This design comes from an exercise in tuning for small area on the open sky130 flow, not from production work. Only simulation tests tie the RTL to the original design; equivalence was not proved.

`flow/run.sh`:
```
#!/bin/bash
# synth_recipe.tcl (not shown) runs the flow's synth.tcl, then flattens the netlist and writes it again
# the make line also repeats each setting of config.mk as NAME=value (left out here)
make -C /OpenROAD-flow-scripts/flow DESIGN_CONFIG=/design/flow/config.mk WORK_HOME=/design/flow/orfs CLKGATE_MAP_FILE= SYNTH_SCRIPT=/design/flow/synth_recipe.tcl finish
```
`flow/config.mk`:
```
export PLATFORM = sky130hd
export DESIGN_NAME = calculator
export DESIGN_NICKNAME = calculator
export VERILOG_FILES = /design/flow/design.v
export SDC_FILE = /design/flow/constraint.sdc
export NUM_CORES = 4
export LEC_CHECK = 0
export ABC_AREA = 1
export CAP_MARGIN = 20
export CORE_MARGIN = 2
export CORE_UTILIZATION = 40
export SLEW_MARGIN = 20
```
`flow/constraint.sdc`:
```
create_clock -name core_clock -period 50.0 [get_ports {CLOCK_50}]
set_input_delay 10.0000 -clock core_clock [delete_from_list [all_inputs] [get_ports {CLOCK_50}]]
set_output_delay 10.0000 -clock core_clock [all_outputs]
set_load 0.01 [all_outputs]
```
`flow/design.v`:
```
`default_nettype none
module calculator (input CLOCK_50,
                   input RESET,
                   input KEYPRESSED,
                   input [3:0] KEYCODE,
                   input [3:0] KEY,
                   output [0:6] HEX0, HEX1, HEX2, HEX3, HEX4, HEX5, HEX6, HEX7
                   );
	wire clk = CLOCK_50;
	wire rst = RESET;
	localparam S_START = 3'd0, S_OPA = 3'd1, S_OPAN = 3'd2, S_OPRND = 3'd3,
	           S_OPB = 3'd4, S_OPBN = 3'd5, S_RES = 3'd6;
	localparam P_IDLE = 2'd0, P_COMP = 2'd1, P_FIX = 2'd2, P_EMIT = 2'd3;
	reg        kp_l;
	reg [3:0]  key_l;
	reg [2:0]  state;
	reg [31:0] X;
	reg [12:0] Y;
	reg [15:0] R;
	reg [12:0] mem;
	reg [1:0]  op;
	reg [1:0]  ph;
	reg [2:0]  cnt;
	reg        seen, neg, adj;
	wire ks   = KEYPRESSED & ~kp_l;
	wire [3:0] pb = key_l & ~KEY;
	wire dig  = ks & (KEYCODE < 4'd10);
	wire rin  = ks & (KEYCODE == 4'd10);
	wire exin = ks & (KEYCODE == 4'd11);
	wire opin = ks & (KEYCODE > 4'd11);
	wire sub  = ks & (KEYCODE == 4'd14);
	wire bk = pb[0], ms = pb[1], mr = pb[2], mc = pb[3];
	always @(posedge clk) begin
		kp_l  <= rst ? 1'b0 : KEYPRESSED;
		key_l <= rst ? 4'hF : KEY;
	end
	reg [2:0] nstate;
	always @(*) begin
		nstate = state;
		case (state)
			S_START: begin
				if (sub) nstate = S_OPAN;
				if (dig | mr) nstate = S_OPA;
			end
			S_OPA: begin
				if (opin) nstate = S_OPRND;
				if (rin) nstate = S_START;
			end
			S_OPAN: begin
				if (sub | bk) nstate = S_START;
				if (dig | mr) nstate = S_OPA;
				if (rin) nstate = S_START;
			end
			S_OPRND: begin
				if (sub) nstate = S_OPBN;
				if (dig) nstate = S_OPB;
				if (rin) nstate = S_START;
			end
			S_OPB: begin
				if (exin) nstate = S_RES;
				if (rin) nstate = S_START;
			end
			S_OPBN: begin
				if (sub | bk) nstate = S_OPRND;
				if (dig | mr) nstate = S_OPB;
				if (rin) nstate = S_START;
			end
			S_RES: begin
				if (rin) nstate = S_START;
			end
			default: ;
		endcase
	end
	always @(posedge clk)
		state <= rst ? S_START : nstate;
	wire st_start = state == S_START;
	wire st_opa   = state == S_OPA;
	wire st_opan  = state == S_OPAN;
	wire st_oprnd = state == S_OPRND;
	wire st_opb   = state == S_OPB;
	wire st_opbn  = state == S_OPBN;
	wire st_res   = state == S_RES;
	wire x_mem   = mr & (st_start | st_opa | st_opan | st_opb | st_opbn);
	wire x_bksp  = ((st_opa | st_opb) & bk) | ((st_opan | st_opbn) & (sub | bk));
	wire x_load  = (st_start & (sub | dig) & ~mr) | ((st_opa | st_opb | st_opan | st_opbn) & dig)
	             | (st_oprnd & (sub | dig));
	wire x_clear = st_start & ~mr & ~sub & ~dig;
	wire load_op = st_opa & opin;
	wire execute = st_opb & exin;
	reg [15:0] xop;
	always @(*) begin
		xop = X[15:0];
		if (x_mem)
			xop = {3'b111, ~mem[12], mem[11:0]};
		else if (x_bksp)
			xop = {4'hF, X[15:4]};
		else if (x_load) begin
			if (X[11:8] == 4'hE) xop = {X[11:0], KEYCODE};
			else                 xop = {X[15:12], X[7:0], KEYCODE};
		end
	end
	function [3:0] cln;         
		input [3:0] d;
		cln = (d[3] & d[2]) ? 4'd0 : d;
	endfunction
	function [3:0] n9;          
		input [3:0] d;
		n9 = 4'd9 - d;
	endfunction
	function [4:0] bcdadd;      
		input [3:0] a, b;
		input c;
		reg [4:0] s;
		begin
			s = a + b + c;
			if (s > 5'd9) bcdadd = {1'b1, s[3:0] + 4'd6};
			else          bcdadd = {1'b0, s[3:0]};
		end
	endfunction
	function [3:0] inc10;
		input [3:0] d;
		inc10 = (d == 4'd9) ? 4'd0 : d + 4'd1;
	endfunction
	wire [3:0] L0 = Y[3:0], L1 = Y[7:4], L2 = Y[11:8];
	wire [11:0] M = {cln(X[11:8]), cln(X[7:4]), cln(X[3:0])};
	wire sa = Y[12] | (L2 == 4'hE) | (L1 == 4'hE) | (L0 == 4'hE);
	wire sb = (X[15:12] == 4'hE) | (X[11:8] == 4'hE) | (X[7:4] == 4'hE) | (X[3:0] == 4'hE);
	wire bzero = (M == 12'd0);
	wire [1:0] eop = execute ? (op[1] ? {1'b1, op[0] & ~bzero} : {1'b0, sa ^ sb ^ op[0]}) : op;
	wire comp  = execute | (ph == P_COMP);
	wire fix   = (ph == P_FIX);
	wire mulm  = (eop == 2'b10);
	wire divm  = (eop == 2'b11);
	wire effsub = ~eop[1] & eop[0];
	wire subm = fix | divm | effsub;
	wire cin  = ~fix & (divm | effsub);
	wire [15:0] Mop = subm ? {4'd9, n9(M[11:8]), n9(M[7:4]), n9(M[3:0])} : {4'd0, M};
	wire [4:0] a0 = bcdadd(R[3:0],   Mop[3:0],   cin);
	wire [4:0] a1 = bcdadd(R[7:4],   Mop[7:4],   a0[4]);
	wire [4:0] a2 = bcdadd(R[11:8],  Mop[11:8],  a1[4]);
	wire [4:0] a3 = bcdadd(R[15:12], Mop[15:12], a2[4]);
	wire [15:0] sum = {a3[3:0], a2[3:0], a1[3:0], a0[3:0]};
	wire cout = a3[4];
	wire [11:0] Yinc = {(L0 == 4'd9 && L1 == 4'd9) ? L2 + 4'd1 : L2,
	                    (L0 == 4'd9) ? inc10(L1) : L1,
	                    inc10(L0)};
	reg [15:0] nR;
	reg [12:0] nY;
	reg [1:0]  nph, nop;
	reg [2:0]  ncnt;
	reg        nseen, nneg, nadj;
	reg        blank, emit;
	reg [3:0]  ch;
	reg [3:0]  d, t, wb;
	reg        divop, partq, rr, last, emitd;
	always @(*) begin
		nR = R; nY = Y; nph = ph; nop = op; ncnt = cnt;
		nseen = seen; nneg = neg; nadj = adj;
		blank = 1'b0; emit = 1'b0; ch = 4'hF;
		d = 4'd0; t = 4'd0; wb = 4'hF;
		divop = 1'b0; partq = 1'b0; rr = 1'b0; last = 1'b0; emitd = 1'b0;
		if (load_op) begin
			nY  = {~xop[12], xop[11:0]};
			nop = ~KEYCODE[1:0];
		end
		if (execute) begin
			nop  = eop;
			nph  = P_COMP;
			nneg = op[1] ? (sa ^ sb) : sa;
			nadj = divm & sa;
		end
		if (comp) begin
			if (mulm) begin
				if (cln(L0) != 4'd0) begin
					nR = sum;
					nY[3:0] = L0 - 4'd1;
				end else begin
					nR = {adj ? 4'd9 : 4'd0, R[15:4]};
					nY[11:0] = {R[3:0], Y[11:4]};
					ncnt = cnt + 3'd1;
					if (cnt == 3'd2) begin
						nph = P_EMIT; ncnt = 3'd0; blank = 1'b1; nseen = 1'b0;
					end
				end
			end else if (divm & cout) begin
				nR = sum;
				nY[11:0] = Yinc;
			end else if (cnt != 3'd3) begin
				nR = {R[11:0], cln(L2)};
				nY[11:0] = {Y[7:0], R[15:12]};
				ncnt = cnt + 3'd1;
			end else if (divm) begin
				blank = 1'b1; ncnt = 3'd0; nseen = 1'b0;
				if (adj & (R[11:0] != 12'd0)) begin
					nR = sum;
					nY[11:0] = Yinc;
					nph = P_FIX;
				end else begin
					nadj = 1'b0;
					nph = P_EMIT;
				end
			end else begin
				nR = sum; blank = 1'b1; ncnt = 3'd0; nop = 2'b10;
				if (effsub & ~cout) begin
					nadj = 1'b1; nneg = ~neg; nph = P_FIX;
				end
			end
		end
		if (fix) begin
			nR = sum;
			nph = (op == 2'b11) ? P_EMIT : P_COMP;
		end
		if (ph == P_EMIT) begin
			divop = (op == 2'b11);
			d     = divop ? L2 : R[15:12];
			partq = divop & (cnt < 3'd3);
			rr    = divop & (cnt == 3'd3);
			t     = (adj & ~partq) ? n9(d) : d;
			last  = (divop & (cnt == 3'd2)) | (cnt == 3'd6);
			if (neg & ~seen & (t != 4'd0) & ~rr) begin
				emit = 1'b1; ch = 4'hE; nneg = 1'b0;
			end else begin
				emitd = seen | (t != 4'd0) | last;
				if (rr) begin
					emit = 1'b1; ch = 4'hA; nseen = 1'b0; nneg = 1'b0;
				end else begin
					emit = emitd; ch = t; nseen = seen | emitd;
				end
				wb = emitd ? t : 4'hF;
				nR = {R[11:0], (cnt < 3'd3) ? (divop ? wb : L2) : 4'd0};
				nY[11:0] = {Y[7:0], divop ? R[15:12] : wb};
				ncnt = cnt + 3'd1;
				if (cnt == 3'd6) begin
					nph = P_IDLE; ncnt = 3'd0; nadj = 1'b0;
				end
			end
		end
		if (rst) begin
			nph = P_EMIT; ncnt = 3'd0;    
		end
	end
	always @(posedge clk) begin
		R <= nR; Y <= nY; ph <= nph; op <= nop; cnt <= ncnt;
		seen <= nseen; neg <= nneg; adj <= nadj;
		if (rst | x_clear | load_op | blank) X <= 32'hFFFFFFFF;
		else if (emit)     X <= {X[27:0], ch};
		else if (~execute) X[15:0] <= xop;
		if (rst | mc) mem <= 13'h0FF0;
		else if (ms)  mem <= st_res ? {1'b0, Y[11:0]} : {~X[12], X[11:0]};
	end
	function [0:6] seg;
		input [3:0] s;
		begin
			seg[0] = (s[2] & ~s[1] & ~s[0]) | (s[3] & s[1]) | (~s[3] & ~s[2] & ~s[1] & s[0]);
			seg[1] = (s[2] & ~s[1] & s[0]) | (s[2] & s[1] & ~s[0]) | (s[3] & s[1]);
			seg[2] = (~s[2] & s[1] & ~s[0]) | (s[3] & s[1]);
			seg[3] = (~s[2] & ~s[1] & s[0]) | (s[2] & ~s[1] & ~s[0]) | (s[2] & s[1] & s[0]) | (s[3] & s[1]);
			seg[4] = s[0] | (s[2] & ~s[1]) | (s[3] & s[2]);
			seg[5] = (s[1] & s[0]) | (~s[2] & s[1]) | (s[3] & s[1]) | (~s[3] & ~s[2] & s[0]);
			seg[6] = (s[2] & s[1] & s[0]) | (~s[3] & ~s[2] & ~s[1]);
		end
	endfunction
	assign HEX0 = seg(X[3:0]);
	assign HEX1 = seg(X[7:4]);
	assign HEX2 = seg(X[11:8]);
	assign HEX3 = seg(X[15:12]);
	assign HEX4 = seg(X[19:16]);
	assign HEX5 = seg(X[23:20]);
	assign HEX6 = seg(X[27:24]);
	assign HEX7 = seg(X[31:28]);
endmodule
```
==> notes.md <==
-- through the flow --
step | std cells | util (%)
finish | 1867 | 45.6
floorplan | 1562 | -
CTS | 1866 | 45.6
global placement | 1850 | 44.2
global route | 1867 | 45.6
detailed placement | 1850 | 44.2
-- worst paths after layout --
| path | from | endpoint | cells past startpoint |
|---|---|---|---|
| setup reg to reg | Y[0] | X[22] | 50 |
| hold / removal | neg | neg | 1 |
| setup / recovery | KEYPRESSED | X[22] | 49 |
| hold reg to reg | neg | neg | 1 |
-- kinds of logic after synthesis --
family,after synthesis,synth area share [%]
AOI/OAI and AO/OA,420,25.6
buffers and inverters,292,12.5
xor gates and xnor gates,29,2.73
DFF,92,19.9
and+or+nand+nor,678,31.9
adders and majority gates,51,7.43
-- worst max-delay path, delay by kind of cell --
kind	cells	cell delay, ps
buf+inv	7	1290
fa+ha+maj	12	3930
compound gates	5	560
xor+xnor	4	1220
simple gates	21	3430
-- synth_stat cells (8+ instances only) --
library cell,n
nor2_1,125
nand4_1,16
nand3_1,105
o22ai_1,8
xor2_1,23
buf_2,24
ha_1,44
nand3b_1,8
o211ai_1,49
inv_1,207
clkbuf_1,32
a22oi_1,9
o31ai_1,19
o21ai_0,177
nor3_1,18
a21oi_1,118
dfxtp_1,91
nand2_1,377
inv_2,13
o21ai_1,14
-- layout by cell type (no fill, tap or decap), types with 6 or more instances in the layout --
cell             count
nand2_1            377
inv_1              207
o21ai_0            177
nor2_1             125
a21oi_1            117
nand3_1            105
dfxtp_1             91
clkdlybuf4s50_1     66
o211ai_1            49
ha_1                44
xor2_1              23
o31ai_1             19
nor3_1              18
nand4_1             16
o21ai_1             14
inv_2               13
a22oi_1              9
clkbuf_16            9
nand3b_1             8
o22ai_1              8
a31oi_1              7
fa_1                 7
xnor2_1              6
o2111ai_1            6
-- sequential cells by signal, indices dropped and copies added, names as in the netlist --
| name | flops |
|---|---|
| X | 32 |
| adj | 1 |
| kp_l | 1 |
| key_l | 4 |
| op | 2 |
| seen | 1 |
| Y | 13 |
| R | 16 |
| state | 3 |
| cnt | 3 |
| neg | 1 |
| mem | 13 |
| ph | 2 |
-- metal layers --
metal	vias up	global-route usage [%]	share of wire, %
met2	449	44.2	46
met4	0	10.9	3.7
li1	5214	-	-
met1	4795	35.6	44
met3	75	4.29	7.2
met5	-	0	0
-- layout make-up --
class | count | area [um2] | area share (%)
clock buffers | 9 | 225 | 2.17
clock inverters | 7 | 86.3 | 0.833
inverters | 225 | 847 | 8.18
multi-input cells | 1178 | 6300 | 60.8
flip-flops and latches | 92 | 1850 | 17.9
well taps | 285 | 357 | 3.44
repair buffers | 71 | 696 | 6.71
==> results by group <==
Flow run
  • Max_cap viols: 0

Layout
  • # fillers: 2425
  • Final instance area: 0.0104 mm2
  • Diodes inserted: 0
  • Nets: 1639
  • Synth-to-Final Area Change: 11.4%
  • Share of layout cells above drive strength 1: 4.11%

Synthesis
  • Avg Cell Area, Syn: 5.95 um2
  • Post-synthesis async set-or-reset flop share: 0%
  • Top cell type's share of synthesized area: 19.6%
  • Cell variety after synth: 52
  • Post-synth EDFFs: 1
  • Post-Syn Instances: 1562
  • Post-Syn Area: 0.00930 mm2
  • Top FF cell, synth: dfxtp_1
  • Yosys Warn Count: 1
  • Post-Synthesis Net Count: 1624
  • Flops & latches, synth: 92
  • Sequential-to-total area share from yosys stat: 19.9%
  • Synth area leaders: dfxtp_1 20%, nand2_1 15%, o21ai_0 9.5%
  • Synth area leader: dfxtp_1

Placement
  • Placed inst area: 0.0100 mm2
  • HPWL Detailed: 24100 um
  • Routability congestion estimate: 0.920
  • Pre-CTS setup slack: 29480 ps
  • I/O Buffers: 66

Clocking
  • CTS resizes: 0
  • TritonCTS Buffers: 9
  • Max Buffers Root-to-Sink: 2
  • Num Clock Sinks: 92
  • Clock latency (worst-skew pair): 380 ps
  • Post-CTS setup buffer count: 0
  • H-tree depth: 3
  • Clk slew on worst S/H paths: 70 ps
  • Clk root buf: clkbuf_16
  • Post-CTS Hold Buffers: 0
  • CTS tree: yes

STA
  • Rel. slew slack: 29.8%
  • Final cycle utilization of the critical path: 40.5%
  • Worst Slack Setup Final: 29730 ps
  • Setup TNS: 0 ps
  • RSZ-0062 raised after global routing: false
  • Hold slack: 462 ps
  • Final Hold Fails: 0
  • Final Max Tran Viols: 0
  • Worst-margin pin slew: 1050 ps
  • Setup Skew: 13.9 ps
  • Tmin final: 20270 ps
  • Final setup viols: 0
  • Max Clk Rate: 49.3 MHz

GRT
  • Number of global-route vias before repair: 9576
  • GRT Resource Usage Total: 27.0%
  • Congestion Overflow GR: 0
  • Initial antenna violation count: 0
  • Largest net degree at the start of global routing: 52
  • First-pass GRT wire length: 51800 um

Setup path
  • Critical path startpoint category: primary input
  • CP required: 50200 ps
  • Most frequent CP cell: nand2_1
  • CP max FO: 32
  • Crit path DAT: 20470 ps
  • CP Capture Type: register
  • Crit path kind: primary input to register
  • Slowest stage cell on the critical path: nor2_4
  • Max stage delay on crit path: 620 ps

Outcome
  • Status: timing/DRC/antenna clean

Die
  • Die area: 0.0245 mm2
  • Num rows: 55
  • Chip height: 156 um
  • Die W: 156 um
  • Initial Util: 40.9%
  • IO Count: 67
  • Std-Cell Core Area: 0.0227 mm2

Hold path
  • Hold Crit Class: register to register

Detailed routing
  • Via count: 10500
  • Mean number of vias per cell: 5.64
  • TritonRoute pass-1 iters: 5
  • Routed Antenna Nets: 0
  • Post-DR wirelength/cell: 17.6 um
  • Initial detailed-routing violation count: 1097
  • Residual DRC count: 0
  • DRT Wirelength: 32800 um

separate check: timing with driven ports:
The results above use ideal ports. As a check the final layout listed here was re-extracted and re-timed, cells and wires unchanged. Step 1 assumes that a clkbuf_16 drives the clock port and a buf_2 every other input. Step 2 also shifts input and output timing later by t, the mid clock arrival at the registers, as if the neighbouring blocks saw the same clock. Slacks: ideal ports / drivers / drivers and shift; pairs: ideal ports / drivers.
t, ns: 0.421
slack for setup (ns): 29.729 / 29.758 / 29.336
latest minus earliest clock arrival (ns): 0.015 / 0.015
worst slew at a driven data input, ns: 0.04
After both steps this run still meets setup and hold. For this run, drivers alone change the setup slack by +0.029 ns; drivers and shift together by -0.393 ns.
